This design comes from an exercise in tuning for small area, a short achievable clock period and few clock cycles on the open sky130 flow, not from production work. In this exercise RTL edits were held to simulation tests only and were not proved equivalent to the original. No activity file was given, so power comes from the tool's default toggle rates.

==> flow/design.v <==
module SME(clk,reset,chardata,isstring,ispattern,valid,match,match_index);
input clk;
input reset;
input [7:0] chardata;
input isstring;
input ispattern;
output match;
output [4:0] match_index;
output valid;
reg [7:0] str [0:31];
reg [31:0] d;
reg dn;                
reg [4:0] len_m1;      
reg [4:0] base;        
reg str_r, pat_r, anch;
reg valid_r, match_r;
reg [4:0] idx_r;
wire first = ~pat_r;
wire is_beg = (chardata == 8'h5E);
wire is_end = (chardata == 8'h24);
integer i;
always @(posedge clk) begin
    if (isstring) begin
        str[0] <= chardata;
        for (i = 1; i < 32; i = i + 1)
            str[i] <= str[i-1];
    end
end
reg [31:0] mask, begok, x;
wire [31:0] sp, d_next;
genvar g;
generate
    for (g = 0; g < 4; g = g + 1) begin : grp
        SME_grp u_grp (.s({str[8*g+7], str[8*g+6], str[8*g+5], str[8*g+4],
                           str[8*g+3], str[8*g+2], str[8*g+1], str[8*g]}),
                       .c(chardata), .x(x[8*g+:8]), .d(d_next[8*g+:8]), .sp(sp[8*g+:8]));
    end
endgenerate
always @(*) begin
    for (i = 0; i < 32; i = i + 1)
        mask[i] = (i <= len_m1);
    for (i = 0; i < 32; i = i + 1) begin
        begok[i] = mask[i] & ((i == 31) ? 1'b1 : (~mask[i+1] | sp[i+1]));
        x[i] = first ? mask[i] : anch ? begok[i] : ((i == 31) ? 1'b0 : d[i+1]);
    end
end
always @(posedge clk) begin
    d <= d_next;
    dn <= is_end & d[0];
    anch <= first & is_beg;
    if (ispattern)
        base <= first ? len_m1 : anch ? base : base - 5'd1;
    if (isstring)
        len_m1 <= str_r ? len_m1 + 5'd1 : 5'd0;
end
always @(posedge clk or posedge reset) begin
    if (reset) begin
        str_r <= 1'b0;
        pat_r <= 1'b0;
        valid_r <= 1'b0;
    end else begin
        str_r <= isstring;
        pat_r <= ispattern;
        valid_r <= pat_r & ~ispattern;
    end
end
wire [3:0] gany;
wire [4:0] cand [0:3];
generate
    for (g = 0; g < 4; g = g + 1) begin : gidx
        wire [1:0] hi0 = base[4:3] - g;
        wire [1:0] hi1 = base[4:3] - g - 1;
        SME_gidx u_gidx (.d(d[8*g+:8]), .lo(base[2:0]), .hi0(hi0), .hi1(hi1),
                         .any(gany[g]), .cand(cand[g]));
    end
endgenerate
always @(posedge clk) begin
    match_r <= (|gany) | dn;
    idx_r <= gany[3] ? cand[3] : gany[2] ? cand[2] : gany[1] ? cand[1] : gany[0] ? cand[0] : base + 5'd1;
end
assign valid = valid_r;
assign match = match_r;
assign match_index = idx_r;
endmodule
module SME_grp(s, c, x, d, sp);
input [63:0] s;
input [7:0] c;
input [7:0] x;
output [7:0] d;
output [7:0] sp;
wire is_any = (c == 8'h2E);
wire is_end = (c == 8'h24);
genvar j;
generate
    for (j = 0; j < 8; j = j + 1) begin : st
        assign sp[j] = (s[8*j+:8] == 8'h20);
        assign d[j] = x[j] & (is_end ? sp[j] : (is_any | (s[8*j+:8] == c)));
    end
endgenerate
endmodule
module SME_gidx(d, lo, hi0, hi1, any, cand);
input [7:0] d;
input [2:0] lo;
input [1:0] hi0;
input [1:0] hi1;
output any;
output [4:0] cand;
wire [2:0] l;
assign l[2] = |d[7:4];
assign l[1] = (|d[7:6]) | (~|d[7:4] & |d[3:2]);
assign l[0] = d[7] | (~d[6] & d[5]) | (~|d[6:4] & d[3]) | (~|d[6:2] & d[1]);
wire [3:0] diff = {1'b0, lo} - {1'b0, l};
assign any = |d;
assign cand = {diff[3] ? hi1 : hi0, diff[2:0]};
endmodule
export LEC_CHECK = 0
export CAP_MARGIN = 20
export CORE_MARGIN = 2
export CORE_UTILIZATION = 60
export CTS_CLUSTER_DIAMETER = 120
export CTS_CLUSTER_SIZE = 30
export SETUP_SLACK_MARGIN = 4.3
export SLEW_MARGIN = 20
export SYNTH_HIERARCHICAL = 1
create_clock -name core_clock -period 6.5 [get_ports {clk}]
run.sh (not shown) runs the stock make flow with config.mk's settings and CLKGATE_MAP_FILE= SYNTH_SCRIPT=/design/flow/synth_recipe.tcl, a recipe that flattens the netlist after the stock synthesis.
Testbench counts at the start, summed over its fixed seeds: cycles 24,912.
Rerun with:
--- a/flow/config.mk
+++ b/flow/config.mk
@@ -9,5 +9,5 @@
 export CORE_MARGIN = 2
-export CORE_UTILIZATION = 60
-export CTS_CLUSTER_DIAMETER = 120
-export CTS_CLUSTER_SIZE = 30
+export CORE_UTILIZATION = 65
+export CTS_CLUSTER_DIAMETER = 100
+export CTS_CLUSTER_SIZE = 24
 export SETUP_SLACK_MARGIN = 4.3
Outcome: Worst setup slack gets better by 0.027 ns; global-route usage is higher by 0.88 points; die area shrinks by 7.5%.
Rerun with:
--- a/flow/config.mk
+++ b/flow/config.mk
@@ -9,5 +9,3 @@
 export CORE_MARGIN = 2
-export CORE_UTILIZATION = 65
-export CTS_CLUSTER_DIAMETER = 100
-export CTS_CLUSTER_SIZE = 24
+export CORE_UTILIZATION = 60
 export SETUP_SLACK_MARGIN = 4.3
The new run completed with no timing, DRC or antenna violations.
Power rises by about a fifth.
Sequential share of layout area came out lower by 2.4 points.
Count of clock-buffer cells in the layout is higher by 18.
Synthesized cell count is unchanged.
Register-to-register slack gains 0.05 ns.
Wire length climbs by a few percent.
Die area climbs by a little under a tenth.
Core utilization is lower by 3.2 points.

==> what the ideal ports hide <==
The flow's constraints put no driver on any port. The routed layouts listed below were extracted and timed again, unchanged, in two steps. Step 1 (the two cells are an assumption about what drives the block):
set clk [get_ports {clk}]
set_driving_cell -lib_cell sky130_fd_sc_hd__clkbuf_16 $clk
set_driving_cell -lib_cell sky130_fd_sc_hd__buf_2 [delete_from_list [all_inputs] $clk]
Step 2 also shifts input and output timing later by t, the mid clock arrival at the registers, as if the neighbouring blocks saw the same clock. a / b / c = no drivers / after step 1 / after step 2; a / b = the first two.
| run | t, ns | setup slack, ns | worst setup path at the end | clock arrival spread, ns | pins driven straight from the clock port |
|---|---|---|---|---|---|
| the first run | 0.555 | 4.170 / 4.136 / 3.737 | input to register | 0.029 / 0.029 | 1 |
| the second run | 0.559 | 4.197 / 4.148 / 3.820 | input to register | 0.028 / 0.028 | 1 |
| the third run | 0.559 | 4.206 / 4.158 / 3.744 | input to register | 0.020 / 0.020 | 1 |
After both steps setup and hold are still met in every run listed. For the third run, which loses most, drivers alone change the setup slack by -0.048 ns; drivers and shift together by -0.462 ns.
